Source: an optimization exercise on an open RTL-to-GDS flow (aim: a short achievable clock period and few clock cycles per item). Production flows keep margins and buffers that such runs may drop.
Function was checked by simulation only, so behaviour that the tests miss may differ from the original.
No activity file was given, so power comes from the tool's default toggle rates.

run a:
// core
module core (
  input  wire        clk,         
  input  wire        rst,         
  output wire [7:0]  imem_addr,   
  input  wire [15:0] imem_rdata,  
  output reg  [7:0]  out_port,    
  output reg         out_valid,   
  output wire        halted       
);
  reg [7:0] data_mem [0:255];
  reg [7:0] pc;        
  reg [7:0] ia;        
  reg [7:0] acc;
  reg       halt;
  reg         m_valid;
  reg [7:0]   m_op;
  reg [7:0]   m_arg;
  reg [127:0] m_part;  
  reg [15:0]  m_hi;    
  reg         m_fw;    
  reg [7:0]   m_fwd;   
  reg [7:0]   m_pc2;   
  reg       x_valid;
  reg [7:0] x_arg;
  reg [7:0] x_b;       
  reg       x_fx;      
  reg [7:0] x_pc2;
  reg       x_ld, x_add, x_sub, x_and, x_or, x_st, x_out, x_hlt, x_jz, x_jnz;
  reg         w_en;
  reg [7:0]   w_addr, w_data;
  reg [255:0] w_oh;    
  assign imem_addr = ia;
  assign halted    = halt;
  integer k;
  wire [7:0] f_op  = imem_rdata[7:0];
  wire [7:0] f_arg = imem_rdata[15:8];
  wire f_two = (f_op == 8'h10) | (f_op == 8'h11) | (f_op == 8'h12) |
               (f_op[7:3] == 5'b00100) |
               (f_op == 8'h30) | (f_op == 8'h31) | (f_op == 8'h32);
  wire f_jump = (f_op == 8'h30) | (f_op == 8'h32);    
  wire [7:0] pc1 = pc + 8'd1;
  wire [7:0] pc2 = pc + 8'd2;
  wire [7:0] f_npc = f_jump ? f_arg : (f_two ? pc2 : pc1);
  wire x_run  = x_valid & ~halt;
  wire acc_z  = (acc == 8'h00);
  wire x_miss = x_run & (x_jz | x_jnz) & acc_z;
  wire [7:0] x_tgt = x_jz ? x_arg : x_pc2;
  wire x_keep = ~x_run | ~(x_ld | x_add | x_sub | x_and | x_or);
  wire m_jz   = (m_op == 8'h31);
  wire m_res  = m_valid & (m_jz | (m_op == 8'h32)) & x_keep;
  wire m_miss = m_res & acc_z;
  wire [7:0] m_tgt = m_jz ? m_arg : m_pc2;
  wire [7:0] x_opnd = x_fx ? w_data : x_b;
  always @(posedge clk) begin
    if (rst)         ia <= 8'h00;
    else if (x_miss) ia <= x_tgt;
    else if (m_miss) ia <= m_tgt;
    else             ia <= f_npc;
  end
  ...
Size in the first run: about 5200 cells after synthesis, roughly 2600 flip-flops, ~36 I/O pins, about 91000 sq um of cells after synthesis.
==> module core, before the edit <==
module core (
  input  wire        clk,         
  input  wire        rst,         
  output wire [7:0]  imem_addr,   
  input  wire [15:0] imem_rdata,  
  output reg  [7:0]  out_port,    
  output reg         out_valid,   
  output wire        halted       
);
  reg [7:0] data_mem [0:255];
  reg [7:0] pc;        
  reg [7:0] ia;        
  reg [7:0] acc;
  reg       halt;
  reg         m_valid;
  reg [7:0]   m_op;
  reg [7:0]   m_arg;
  reg [127:0] m_part;  
  reg [15:0]  m_hi;    
  reg         m_fw;    
  reg [7:0]   m_fwd;   
  reg [7:0]   m_pc2;   
  reg       x_valid;
  reg [7:0] x_arg;
  reg [7:0] x_b;       
  reg       x_fx;      
  reg [7:0] x_pc2;
  reg       x_ld, x_add, x_sub, x_and, x_or, x_st, x_out, x_hlt, x_jz, x_jnz;
  reg         w_en;
  reg [7:0]   w_addr, w_data;
  reg [255:0] w_oh;    
  assign imem_addr = ia;
  assign halted    = halt;
  integer k;
  wire [7:0] f_op  = imem_rdata[7:0];
  wire [7:0] f_arg = imem_rdata[15:8];
  wire f_two = (f_op == 8'h10) | (f_op == 8'h11) | (f_op == 8'h12) |
               (f_op[7:3] == 5'b00100) |
               (f_op == 8'h30) | (f_op == 8'h31) | (f_op == 8'h32);
  wire f_jump = (f_op == 8'h30) | (f_op == 8'h32);    
  wire [7:0] pc1 = pc + 8'd1;
  wire [7:0] pc2 = pc + 8'd2;
  wire [7:0] f_npc = f_jump ? f_arg : (f_two ? pc2 : pc1);
  wire x_run  = x_valid & ~halt;
  wire acc_z  = (acc == 8'h00);
  wire x_miss = x_run & (x_jz | x_jnz) & acc_z;
  wire [7:0] x_tgt = x_jz ? x_arg : x_pc2;
  wire x_keep = ~x_run | ~(x_ld | x_add | x_sub | x_and | x_or);
  wire m_jz   = (m_op == 8'h31);
  wire m_res  = m_valid & (m_jz | (m_op == 8'h32)) & x_keep;
  wire m_miss = m_res & acc_z;
  wire [7:0] m_tgt = m_jz ? m_arg : m_pc2;
  wire [7:0] x_opnd = x_fx ? w_data : x_b;
  always @(posedge clk) begin
    if (rst)         ia <= 8'h00;
    else if (x_miss) ia <= x_tgt;
    else if (m_miss) ia <= m_tgt;
    else             ia <= f_npc;
  end
  wire m_mem = (m_op == 8'h11) | (m_op == 8'h21) | (m_op == 8'h23) |
               (m_op == 8'h25) | (m_op == 8'h27);
  reg [7:0] m_rd;
  always @* begin
    m_rd = 8'h00;
    for (k = 0; k < 16; k = k + 1)
      m_rd = m_rd | ({8{m_hi[k]}} & m_part[8*k +: 8]);
  end
  wire [7:0] m_b = ~m_mem ? m_arg :
                   (w_en && w_addr == m_arg) ? w_data :
                   m_fw ? m_fwd : m_rd;
  wire [15:0] f_lo = 16'd1 << f_arg[3:0];
  reg [127:0] f_part;
  integer g, l;
  always @* begin
    f_part = 128'd0;
    for (g = 0; g < 16; g = g + 1)
      for (l = 0; l < 16; l = l + 1)
        f_part[8*g +: 8] = f_part[8*g +: 8] | ({8{f_lo[l]}} & data_mem[16*g + l]);
  end
  always @(posedge clk) begin
    for (k = 0; k < 256; k = k + 1)
      if (w_oh[k])
        data_mem[k] <= w_data;
  end
  always @(posedge clk) begin
    m_op  <= f_op;
    m_arg <= f_arg;
    m_part <= f_part;
    m_hi  <= 16'd1 << f_arg[7:4];
    m_fw  <= w_en & (w_addr == f_arg);
    m_fwd <= w_data;
    m_pc2 <= pc2;
    x_arg <= m_arg;
    x_b   <= m_b;
    x_fx  <= m_mem & x_run & x_st & (x_arg == m_arg);
    x_pc2 <= m_pc2;
    x_ld  <= (m_op == 8'h10) | (m_op == 8'h11);
    x_add <= (m_op == 8'h20) | (m_op == 8'h21);
    x_sub <= (m_op == 8'h22) | (m_op == 8'h23);
    x_and <= (m_op == 8'h24) | (m_op == 8'h25);
    x_or  <= (m_op == 8'h26) | (m_op == 8'h27);
    x_st  <= (m_op == 8'h12);
    x_out <= (m_op == 8'h40);
    x_hlt <= (m_op == 8'hFF);
    x_jz  <= (m_op == 8'h31) & ~m_res;
    x_jnz <= (m_op == 8'h32) & ~m_res;
    w_addr <= x_arg;
    w_data <= acc;
  end
  always @(posedge clk or posedge rst) begin
    if (rst) begin
      pc        <= 8'h00;
      acc       <= 8'h00;
      halt      <= 1'b0;
      m_valid   <= 1'b0;
      x_valid   <= 1'b0;
      w_en      <= 1'b0;
      w_oh      <= 256'd0;
      out_port  <= 8'h00;
      out_valid <= 1'b0;
    end
    else begin
      out_valid <= 1'b0;
      if (x_miss) begin
        pc      <= x_tgt;
        m_valid <= 1'b0;
        x_valid <= 1'b0;
      end
      else if (m_miss) begin
        pc      <= m_tgt;
        m_valid <= 1'b0;
        x_valid <= m_valid;
      end
      else begin
        pc      <= f_npc;
        m_valid <= 1'b1;
        x_valid <= m_valid;
      end
      w_en <= x_run & x_st;
      w_oh <= (x_run & x_st) ? (256'd1 << x_arg) : 256'd0;
      if (x_run) begin
        if (x_ld)  acc <= x_opnd;
        if (x_add) acc <= acc + x_opnd;
        if (x_sub) acc <= acc - x_opnd;
        if (x_and) acc <= acc & x_opnd;
        if (x_or)  acc <= acc | x_opnd;
        if (x_out) begin
          out_port  <= acc;
          out_valid <= 1'b1;
        end
        if (x_hlt) halt <= 1'b1;
      end
    end
  end
endmodule
==> flow/config.mk <==
export PLATFORM = sky130hd
export DESIGN_NAME = core
export DESIGN_NICKNAME = core
export VERILOG_FILES = /design/flow/design.v
export SDC_FILE = /design/flow/constraint.sdc
export NUM_CORES = 4
export LEC_CHECK = 0
export ABC_CLOCK_PERIOD_IN_PS = 2500
export CAP_MARGIN = 20
export CORE_MARGIN = 2
export CORE_UTILIZATION = 45
export SETUP_SLACK_MARGIN = 4.0
export SLEW_MARGIN = 20
export TNS_END_PERCENT = 100
==> flow/constraint.sdc <==
create_clock -name core_clock -period 6.5 [get_ports {clk}]
set_input_delay 1.3000 -clock core_clock [delete_from_list [all_inputs] [get_ports {clk}]]
set_output_delay 1.3000 -clock core_clock [all_outputs]
set_load 0.01 [all_outputs]
run.sh (not shown) runs the stock make flow with config.mk's settings and CLKGATE_MAP_FILE= SYNTH_SCRIPT=/design/flow/synth_recipe.tcl, a recipe that flattens the netlist after the stock synthesis.
Testbench counts of run a, summed over its fixed seeds: cycles 89,939, instructions 86,873.
Relative to run a, the following input files were edited for run b:
--- a/flow/design.v
+++ b/flow/design.v
@@ -7,13 +7,12 @@
   output reg  [7:0]  out_port,    
   output reg         out_valid,   
   output wire        halted       
 );
   reg [7:0] data_mem [0:255];
   reg [7:0] pc;        
-  reg [7:0] ia;        
   reg [7:0] acc;
   reg       halt;
   reg         m_valid;
   reg [7:0]   m_op;
   reg [7:0]   m_arg;
   reg [127:0] m_part;  
@@ -27,13 +26,13 @@
   reg       x_fx;      
   reg [7:0] x_pc2;
   reg       x_ld, x_add, x_sub, x_and, x_or, x_st, x_out, x_hlt, x_jz, x_jnz;
   reg         w_en;
   reg [7:0]   w_addr, w_data;
   reg [255:0] w_oh;    
-  assign imem_addr = ia;
+  assign imem_addr = pc;
   assign halted    = halt;
   integer k;
   wire [7:0] f_op  = imem_rdata[7:0];
   wire [7:0] f_arg = imem_rdata[15:8];
   wire f_two = (f_op == 8'h10) | (f_op == 8'h11) | (f_op == 8'h12) |
                (f_op[7:3] == 5'b00100) |
@@ -43,24 +42,13 @@
   wire [7:0] pc2 = pc + 8'd2;
   wire [7:0] f_npc = f_jump ? f_arg : (f_two ? pc2 : pc1);
   wire x_run  = x_valid & ~halt;
   wire acc_z  = (acc == 8'h00);
   wire x_miss = x_run & (x_jz | x_jnz) & acc_z;
   wire [7:0] x_tgt = x_jz ? x_arg : x_pc2;
-  wire x_keep = ~x_run | ~(x_ld | x_add | x_sub | x_and | x_or);
-  wire m_jz   = (m_op == 8'h31);
-  wire m_res  = m_valid & (m_jz | (m_op == 8'h32)) & x_keep;
-  wire m_miss = m_res & acc_z;
-  wire [7:0] m_tgt = m_jz ? m_arg : m_pc2;
   wire [7:0] x_opnd = x_fx ? w_data : x_b;
-  always @(posedge clk) begin
-    if (rst)         ia <= 8'h00;
-    else if (x_miss) ia <= x_tgt;
-    else if (m_miss) ia <= m_tgt;
-    else             ia <= f_npc;
-  end
   wire m_mem = (m_op == 8'h11) | (m_op == 8'h21) | (m_op == 8'h23) |
                (m_op == 8'h25) | (m_op == 8'h27);
   reg [7:0] m_rd;
   always @* begin
     m_rd = 8'h00;
     for (k = 0; k < 16; k = k + 1)
@@ -100,14 +88,14 @@
     x_sub <= (m_op == 8'h22) | (m_op == 8'h23);
     x_and <= (m_op == 8'h24) | (m_op == 8'h25);
     x_or  <= (m_op == 8'h26) | (m_op == 8'h27);
     x_st  <= (m_op == 8'h12);
     x_out <= (m_op == 8'h40);
     x_hlt <= (m_op == 8'hFF);
-    x_jz  <= (m_op == 8'h31) & ~m_res;
-    x_jnz <= (m_op == 8'h32) & ~m_res;
+    x_jz  <= (m_op == 8'h31);
+    x_jnz <= (m_op == 8'h32);
     w_addr <= x_arg;
     w_data <= acc;
   end
   always @(posedge clk or posedge rst) begin
     if (rst) begin
       pc        <= 8'h00;
@@ -123,17 +111,12 @@
     else begin
       out_valid <= 1'b0;
       if (x_miss) begin
         pc      <= x_tgt;
         m_valid <= 1'b0;
         x_valid <= 1'b0;
-      end
-      else if (m_miss) begin
-        pc      <= m_tgt;
-        m_valid <= 1'b0;
-        x_valid <= m_valid;
       end
       else begin
         pc      <= f_npc;
         m_valid <= 1'b1;
         x_valid <= m_valid;
       end
Findings:
- Run b finished end to end and its layout was clean on timing, DRC and antenna.
- Delta (run b minus run a): die outline width about even, count of placed standard cells in the final layout, fillers left out now sits lower, clock power share climbed 0.2 points, total half-perimeter wirelength after legalization and detailed placement saw an increase.
- From run a to run b the numbers moved as follows: number of setup buffers added after CTS shrank by 4.3%, fraction of the cycle the final worst path needs has increased, setup slack went down by 0.065 ns, synthesized area per cell went up.
- Comparing run b and run a, the lower clock-buffer cell count is on run b.
- Run a → run b: power has remained practically unchanged; slew at the pin closest to its max-slew limit now sits lower.
Testbench counts of run b, summed over its fixed seeds: cycles 92,013, instructions 86,873.

-- re-timing with driven ports --
Ports are ideal in the flow. The routed layouts listed here were re-timed in OpenROAD.
Step 1 sets driving cells, clkbuf_16 on the clock port and buf_2 on the other inputs (assumed; they add their load-dependent delay and slew).
Step 2 also shifts input and output timing later by t, the mid clock arrival at the registers, as if the neighbouring blocks saw the same clock.
Three values: no drivers, after step 1, after step 2; two values: the first two.
run | t, ns | setup WS [ns] | worst register clock-pin slew, ns
run a | 0.965 | 3.806 / 3.681 / 2.716 | 0.07 / 0.07
run b | 0.991 | 3.740 / 3.646 / 2.698 | 0.07 / 0.07
After both steps setup and hold are still met in every run listed. For run a, which loses most, drivers alone change the setup slack by -0.125 ns; drivers and shift together by -1.090 ns.
